Context: an optimization exercise on an open-source flow, tuned for small area. The choices shown serve that exercise and are no tape-out recipe. At most, simulation tests tie the RTL to the original design; equivalence was not proved. The clock input has no modelled driver; a real chip could not lean on it and would need a root buffer or a full tree. Power is estimated from default activity; no workload was simulated.

==> inputs of umber <==
## cla64_reg
module cla64_reg(
	input	wire		clk,
	input	wire	[63:0]	A,
	input	wire	[63:0]	B,
	input	wire		Cin,
	output	reg	[63:0]	S,
	output	reg		Cout
);
==> flow/config.mk <==
export PLATFORM = sky130hd
export DESIGN_NAME = cla64_reg
export DESIGN_NICKNAME = cla64_reg
export VERILOG_FILES = /design/flow/design.v
export SDC_FILE = /design/flow/constraint.sdc
export NUM_CORES = 4
export LEC_CHECK = 0
export ABC_CLOCK_PERIOD_IN_PS = 3000
export CAP_MARGIN = 20
export CORE_MARGIN = 2
export CORE_UTILIZATION = 60
export GPL_TIMING_DRIVEN = 0
export SLEW_MARGIN = 20
export SYNTH_HIERARCHICAL = 1
export SYNTH_MINIMUM_KEEP_SIZE = 0
==> flow/constraint.sdc <==
create_clock -name core_clock -period 3.0 [get_ports {clk}]
set_input_delay 0.6000 -clock core_clock [delete_from_list [all_inputs] [get_ports {clk}]]
set_output_delay 0.6000 -clock core_clock [all_outputs]
set_load 0.01 [all_outputs]
standard.sh (not shown) runs the stock make flow with config.mk's settings and CLKGATE_MAP_FILE= SYNTH_SCRIPT=/design/flow/synth_recipe.tcl, a recipe that flattens the netlist after the stock synthesis.
==> flow/flow/run.sh <==
#!/bin/bash
# Standard ORFS layout (the standard.sh) with changes that only affect
# how the layout is built:
#  - after floorplanning, every combinational cell is swapped for the
#    smallest cell of its family (downsize.tcl); the flow's timing repair
#    then sizes up only the cells that need it,
#  - port buffers use the smallest buffer cell,
#  - the clock tree is a balanced two-level tree of small clock buffers
#    (mycts.tcl, through ORFS's PRE_CTS_TCL hook) instead of TritonCTS's,
#  - after global routing, cells on paths with slack are downsized
#    (ORFS's power recovery step).
set -euo pipefail
here=$(pwd)
export BUFFER_PORTS_ARGS="-buffer_cell sky130_fd_sc_hd__buf_1"
export PRE_CTS_TCL=$here/flow/cts_hook.tcl
export MYCTS_DIR=$here/flow
export MYCTS_NX=3 MYCTS_NY=4
export MYCTS_LEAF=sky130_fd_sc_hd__clkbuf_4 MYCTS_ROOT=sky130_fd_sc_hd__clkbuf_4
export RECOVER_POWER=100
bash standard.sh floorplan > flow_make_floorplan.log 2>&1
res=$here/orfs/results/$FLOW_PLATFORM/cla64_reg/base
cp $res/2_floorplan.odb $res/2_floorplan_synth_sizes.odb
ODB_IN=$res/2_floorplan_synth_sizes.odb ODB_OUT=$res/2_floorplan.odb \
  openroad -no_init -exit flow/downsize.tcl > downsize.log 2>&1
bash standard.sh > flow_make.log 2>&1
Other scripts of this flow, unchanged in this note and not shown: flow/flow/cts_hook.tcl, flow/flow/downsize.tcl, flow/flow/mycts.tcl
==> inputs of lagoon, as changes to umber <==
--- a/flow/design.v
+++ b/flow/design.v
@@ -292,33 +292,33 @@
 	wire	pp8_6;
 	wire	cn59;
 	wire	p59;
 	wire	g59;
 	wire	hn8_7;
 	wire	ppn8_7;
-	wire	bc8;
-	wire	Cx9;
-	wire	Cy9;
+	wire	c60;
 	wire	pn60;
 	wire	gn60;
-	wire	c61;
-	wire	pn61;
-	wire	gn61;
-	wire	h9_2;
-	wire	pp9_2;
-	wire	cn62;
-	wire	p62;
-	wire	g62;
-	wire	hn9_3;
-	wire	ppn9_3;
-	wire	c63;
-	wire	pn63;
-	wire	gn63;
-	wire	h9_4;
-	wire	pp9_4;
-	wire	bc9n;
+	wire	h8_8;
+	wire	pp8_8;
+	wire	cn61;
+	wire	p61;
+	wire	g61;
+	wire	hn8_9;
+	wire	ppn8_9;
+	wire	c62;
+	wire	pn62;
+	wire	gn62;
+	wire	h8_10;
+	wire	pp8_10;
+	wire	cn63;
+	wire	p63;
+	wire	g63;
+	wire	hn8_11;
+	wire	ppn8_11;
+	wire	bc8;
 	ha_pg u1(.a(A[0]), .b(B[0]), .p(p0), .g(g0));
 	xor2 u2(.a(p0), .b(Cin), .y(S[0]));
 	aoi21 u3(.a1(p0), .a2(Cin), .b1(g0), .y(cn1));
 	xnor2 u4(.a(A[1]), .b(B[1]), .y(pn1));
 	nand2 u5(.a(A[1]), .b(B[1]), .y(gn1));
 	xor2 u6(.a(pn1), .b(cn1), .y(S[1]));
@@ -640,37 +640,36 @@
 	nor2 u322(.a(ppn8_5), .b(pn58), .y(pp8_6));
 	aoi21 u323(.a1(pp8_6), .a2(Cx8), .b1(h8_6), .y(cn59));
 	ha_pg u324(.a(A[59]), .b(B[59]), .p(p59), .g(g59));
 	xnor2 u325(.a(p59), .b(cn59), .y(S[59]));
 	aoi21 u326(.a1(p59), .a2(h8_6), .b1(g59), .y(hn8_7));
 	nand2 u327(.a(pp8_6), .b(p59), .y(ppn8_7));
-	oai21 u328(.a1(ppn8_7), .a2(bc7n), .b1(hn8_7), .y(bc8));
-	inv u329(.a(bc8), .y(Cx9));
-	inv u330(.a(Cx9), .y(Cy9));
-	xnor2 u331(.a(A[60]), .b(B[60]), .y(pn60));
-	nand2 u332(.a(A[60]), .b(B[60]), .y(gn60));
-	xnor2 u333(.a(pn60), .b(Cy9), .y(S[60]));
-	oai21 u334(.a1(pn60), .a2(Cx9), .b1(gn60), .y(c61));
-	xnor2 u335(.a(A[61]), .b(B[61]), .y(pn61));
-	nand2 u336(.a(A[61]), .b(B[61]), .y(gn61));
-	xnor2 u337(.a(pn61), .b(c61), .y(S[61]));
-	oai21 u338(.a1(pn61), .a2(gn60), .b1(gn61), .y(h9_2));
-	nor2 u339(.a(pn60), .b(pn61), .y(pp9_2));
-	aoi21 u340(.a1(pp9_2), .a2(Cy9), .b1(h9_2), .y(cn62));
-	ha_pg u341(.a(A[62]), .b(B[62]), .p(p62), .g(g62));
-	xnor2 u342(.a(p62), .b(cn62), .y(S[62]));
-	aoi21 u343(.a1(p62), .a2(h9_2), .b1(g62), .y(hn9_3));
-	nand2 u344(.a(pp9_2), .b(p62), .y(ppn9_3));
-	oai21 u345(.a1(ppn9_3), .a2(Cx9), .b1(hn9_3), .y(c63));
-	xnor2 u346(.a(A[63]), .b(B[63]), .y(pn63));
-	nand2 u347(.a(A[63]), .b(B[63]), .y(gn63));
-	xnor2 u348(.a(pn63), .b(c63), .y(S[63]));
-	oai21 u349(.a1(pn63), .a2(hn9_3), .b1(gn63), .y(h9_4));
-	nor2 u350(.a(ppn9_3), .b(pn63), .y(pp9_4));
-	aoi21 u351(.a1(pp9_4), .a2(bc8), .b1(h9_4), .y(bc9n));
-	inv u352(.a(bc9n), .y(Cout));
+	oai21 u328(.a1(ppn8_7), .a2(Cy8), .b1(hn8_7), .y(c60));
+	xnor2 u329(.a(A[60]), .b(B[60]), .y(pn60));
+	nand2 u330(.a(A[60]), .b(B[60]), .y(gn60));
+	xnor2 u331(.a(pn60), .b(c60), .y(S[60]));
+	oai21 u332(.a1(pn60), .a2(hn8_7), .b1(gn60), .y(h8_8));
+	nor2 u333(.a(ppn8_7), .b(pn60), .y(pp8_8));
+	aoi21 u334(.a1(pp8_8), .a2(Cx8), .b1(h8_8), .y(cn61));
+	ha_pg u335(.a(A[61]), .b(B[61]), .p(p61), .g(g61));
+	xnor2 u336(.a(p61), .b(cn61), .y(S[61]));
+	aoi21 u337(.a1(p61), .a2(h8_8), .b1(g61), .y(hn8_9));
+	nand2 u338(.a(pp8_8), .b(p61), .y(ppn8_9));
+	oai21 u339(.a1(ppn8_9), .a2(Cy8), .b1(hn8_9), .y(c62));
+	xnor2 u340(.a(A[62]), .b(B[62]), .y(pn62));
+	nand2 u341(.a(A[62]), .b(B[62]), .y(gn62));
+	xnor2 u342(.a(pn62), .b(c62), .y(S[62]));
+	oai21 u343(.a1(pn62), .a2(hn8_9), .b1(gn62), .y(h8_10));
+	nor2 u344(.a(ppn8_9), .b(pn62), .y(pp8_10));
+	aoi21 u345(.a1(pp8_10), .a2(Cx8), .b1(h8_10), .y(cn63));
+	ha_pg u346(.a(A[63]), .b(B[63]), .p(p63), .g(g63));
+	xnor2 u347(.a(p63), .b(cn63), .y(S[63]));
+	aoi21 u348(.a1(p63), .a2(h8_10), .b1(g63), .y(hn8_11));
+	nand2 u349(.a(pp8_10), .b(p63), .y(ppn8_11));
+	oai21 u350(.a1(ppn8_11), .a2(bc7n), .b1(hn8_11), .y(bc8));
+	assign Cout = bc8;
 endmodule
 module ha_pg(input wire a, input wire b, output wire p, output wire g);
 	assign p = a ^ b;
 	assign g = a & b;
 endmodule
 module xor2(input wire a, input wire b, output wire y);
GPL_TIMING_DRIVEN = 1   (was 0)
==> inputs of maple, as changes to umber <==
--- a/flow/design.v
+++ b/flow/design.v
@@ -292,33 +292,33 @@
 	wire	pp8_6;
 	wire	cn59;
 	wire	p59;
 	wire	g59;
 	wire	hn8_7;
 	wire	ppn8_7;
-	wire	bc8;
-	wire	Cx9;
-	wire	Cy9;
+	wire	c60;
 	wire	pn60;
 	wire	gn60;
-	wire	c61;
-	wire	pn61;
-	wire	gn61;
-	wire	h9_2;
-	wire	pp9_2;
-	wire	cn62;
-	wire	p62;
-	wire	g62;
-	wire	hn9_3;
-	wire	ppn9_3;
-	wire	c63;
-	wire	pn63;
-	wire	gn63;
-	wire	h9_4;
-	wire	pp9_4;
-	wire	bc9n;
+	wire	h8_8;
+	wire	pp8_8;
+	wire	cn61;
+	wire	p61;
+	wire	g61;
+	wire	hn8_9;
+	wire	ppn8_9;
+	wire	c62;
+	wire	pn62;
+	wire	gn62;
+	wire	h8_10;
+	wire	pp8_10;
+	wire	cn63;
+	wire	p63;
+	wire	g63;
+	wire	hn8_11;
+	wire	ppn8_11;
+	wire	bc8;
 	ha_pg u1(.a(A[0]), .b(B[0]), .p(p0), .g(g0));
 	xor2 u2(.a(p0), .b(Cin), .y(S[0]));
 	aoi21 u3(.a1(p0), .a2(Cin), .b1(g0), .y(cn1));
 	xnor2 u4(.a(A[1]), .b(B[1]), .y(pn1));
 	nand2 u5(.a(A[1]), .b(B[1]), .y(gn1));
 	xor2 u6(.a(pn1), .b(cn1), .y(S[1]));
@@ -640,37 +640,36 @@
 	nor2 u322(.a(ppn8_5), .b(pn58), .y(pp8_6));
 	aoi21 u323(.a1(pp8_6), .a2(Cx8), .b1(h8_6), .y(cn59));
 	ha_pg u324(.a(A[59]), .b(B[59]), .p(p59), .g(g59));
 	xnor2 u325(.a(p59), .b(cn59), .y(S[59]));
 	aoi21 u326(.a1(p59), .a2(h8_6), .b1(g59), .y(hn8_7));
 	nand2 u327(.a(pp8_6), .b(p59), .y(ppn8_7));
-	oai21 u328(.a1(ppn8_7), .a2(bc7n), .b1(hn8_7), .y(bc8));
-	inv u329(.a(bc8), .y(Cx9));
-	inv u330(.a(Cx9), .y(Cy9));
-	xnor2 u331(.a(A[60]), .b(B[60]), .y(pn60));
-	nand2 u332(.a(A[60]), .b(B[60]), .y(gn60));
-	xnor2 u333(.a(pn60), .b(Cy9), .y(S[60]));
-	oai21 u334(.a1(pn60), .a2(Cx9), .b1(gn60), .y(c61));
-	xnor2 u335(.a(A[61]), .b(B[61]), .y(pn61));
-	nand2 u336(.a(A[61]), .b(B[61]), .y(gn61));
-	xnor2 u337(.a(pn61), .b(c61), .y(S[61]));
-	oai21 u338(.a1(pn61), .a2(gn60), .b1(gn61), .y(h9_2));
-	nor2 u339(.a(pn60), .b(pn61), .y(pp9_2));
-	aoi21 u340(.a1(pp9_2), .a2(Cy9), .b1(h9_2), .y(cn62));
-	ha_pg u341(.a(A[62]), .b(B[62]), .p(p62), .g(g62));
-	xnor2 u342(.a(p62), .b(cn62), .y(S[62]));
-	aoi21 u343(.a1(p62), .a2(h9_2), .b1(g62), .y(hn9_3));
-	nand2 u344(.a(pp9_2), .b(p62), .y(ppn9_3));
-	oai21 u345(.a1(ppn9_3), .a2(Cx9), .b1(hn9_3), .y(c63));
-	xnor2 u346(.a(A[63]), .b(B[63]), .y(pn63));
-	nand2 u347(.a(A[63]), .b(B[63]), .y(gn63));
-	xnor2 u348(.a(pn63), .b(c63), .y(S[63]));
-	oai21 u349(.a1(pn63), .a2(hn9_3), .b1(gn63), .y(h9_4));
-	nor2 u350(.a(ppn9_3), .b(pn63), .y(pp9_4));
-	aoi21 u351(.a1(pp9_4), .a2(bc8), .b1(h9_4), .y(bc9n));
-	inv u352(.a(bc9n), .y(Cout));
+	oai21 u328(.a1(ppn8_7), .a2(Cy8), .b1(hn8_7), .y(c60));
+	xnor2 u329(.a(A[60]), .b(B[60]), .y(pn60));
+	nand2 u330(.a(A[60]), .b(B[60]), .y(gn60));
+	xnor2 u331(.a(pn60), .b(c60), .y(S[60]));
+	oai21 u332(.a1(pn60), .a2(hn8_7), .b1(gn60), .y(h8_8));
+	nor2 u333(.a(ppn8_7), .b(pn60), .y(pp8_8));
+	aoi21 u334(.a1(pp8_8), .a2(Cx8), .b1(h8_8), .y(cn61));
+	ha_pg u335(.a(A[61]), .b(B[61]), .p(p61), .g(g61));
+	xnor2 u336(.a(p61), .b(cn61), .y(S[61]));
+	aoi21 u337(.a1(p61), .a2(h8_8), .b1(g61), .y(hn8_9));
+	nand2 u338(.a(pp8_8), .b(p61), .y(ppn8_9));
+	oai21 u339(.a1(ppn8_9), .a2(Cy8), .b1(hn8_9), .y(c62));
+	xnor2 u340(.a(A[62]), .b(B[62]), .y(pn62));
+	nand2 u341(.a(A[62]), .b(B[62]), .y(gn62));
+	xnor2 u342(.a(pn62), .b(c62), .y(S[62]));
+	oai21 u343(.a1(pn62), .a2(hn8_9), .b1(gn62), .y(h8_10));
+	nor2 u344(.a(ppn8_9), .b(pn62), .y(pp8_10));
+	aoi21 u345(.a1(pp8_10), .a2(Cx8), .b1(h8_10), .y(cn63));
+	ha_pg u346(.a(A[63]), .b(B[63]), .p(p63), .g(g63));
+	xnor2 u347(.a(p63), .b(cn63), .y(S[63]));
+	aoi21 u348(.a1(p63), .a2(h8_10), .b1(g63), .y(hn8_11));
+	nand2 u349(.a(pp8_10), .b(p63), .y(ppn8_11));
+	oai21 u350(.a1(ppn8_11), .a2(bc7n), .b1(hn8_11), .y(bc8));
+	assign Cout = bc8;
 endmodule
 module ha_pg(input wire a, input wire b, output wire p, output wire g);
 	assign p = a ^ b;
 	assign g = a & b;
 endmodule
 module xor2(input wire a, input wire b, output wire y);
CORE_UTILIZATION = 66   (was 60)
==> qor summary <==
item	maple	umber	lagoon
Post-synthesis instance area	5002 um2	5001 um2	5002 um2
Simple logic cell fraction of the synthesized area	6.753%	6.755%	6.753%
Worst hold margin	0.3281 ns	0.3318 ns	0.3290 ns
Resized cells post-CTS	2	4	1
Met2 global-route usage	40.80%	31.16%	36.62%
Signal inverters	16	19	16
Count of vias placed by the detailed router	3892	3798	3969
Post-Synthesis Cells	480	482	480
Run status	complete, no violations	complete, no violations	complete, no violations
Routed WL	9570 um	8919 um	9483 um
Synth Area in XOR/XNOR	17.86%	18.04%	17.86%
Final worst-path cycle share	93.17%	93.03%	92.86%
Instance count after placement with tap cells included	773	781	815
Flop-to-flop setup slack	2.58 ns	2.59 ns	2.57 ns
Combined buffer and inverter count along the critical path	3	3	4
Clk power	676 uW	658 uW	676 uW
Starting utilization of the core area	68.60%	61.48%	61.50%
Gate power share	22.8%	23.1%	24.0%
Only the layout flow was run in umber; the RTL was not checked for function there. No run of this note takes its clock network from TritonCTS; it comes from the design's own scripts or RTL.

==> static timing again, ports no longer ideal <==
The flow's constraints put no driver on any port. The routed layouts listed below were extracted and timed again, unchanged, in two steps. Step 1 (the two cells are an assumption about what drives the block):
set clk [get_ports {clk}]
set_driving_cell -lib_cell sky130_fd_sc_hd__clkbuf_16 $clk
set_driving_cell -lib_cell sky130_fd_sc_hd__buf_2 [delete_from_list [all_inputs] $clk]
Step 2 also shifts input and output timing later by t, the mid clock arrival at the registers, as if the neighbouring blocks saw the same clock. a / b / c = no drivers / after step 1 / after step 2; a / b = the first two.
| run | t, ns | slack for setup (ns) | latest minus earliest clock arrival (ns) | worst register clock-pin slew, ns | worst slew at a driven data input, ns |
|---|---|---|---|---|---|
| umber | 0.506 | 0.209 / 0.216 / -0.291 | 0.017 / 0.017 | 0.11 / 0.11 | 0.06 |
| lagoon | 0.504 | 0.214 / 0.225 / -0.278 | 0.017 / 0.017 | 0.11 / 0.11 | 0.06 |
| maple | 0.504 | 0.205 / 0.205 / -0.299 | 0.020 / 0.021 | 0.12 / 0.12 | 0.06 |
Met with ideal ports but missed after step 2: setup timing in every run listed. The setup slack of maple, which loses most, moves by 0.000 ns with the drivers and by -0.504 ns with both steps.
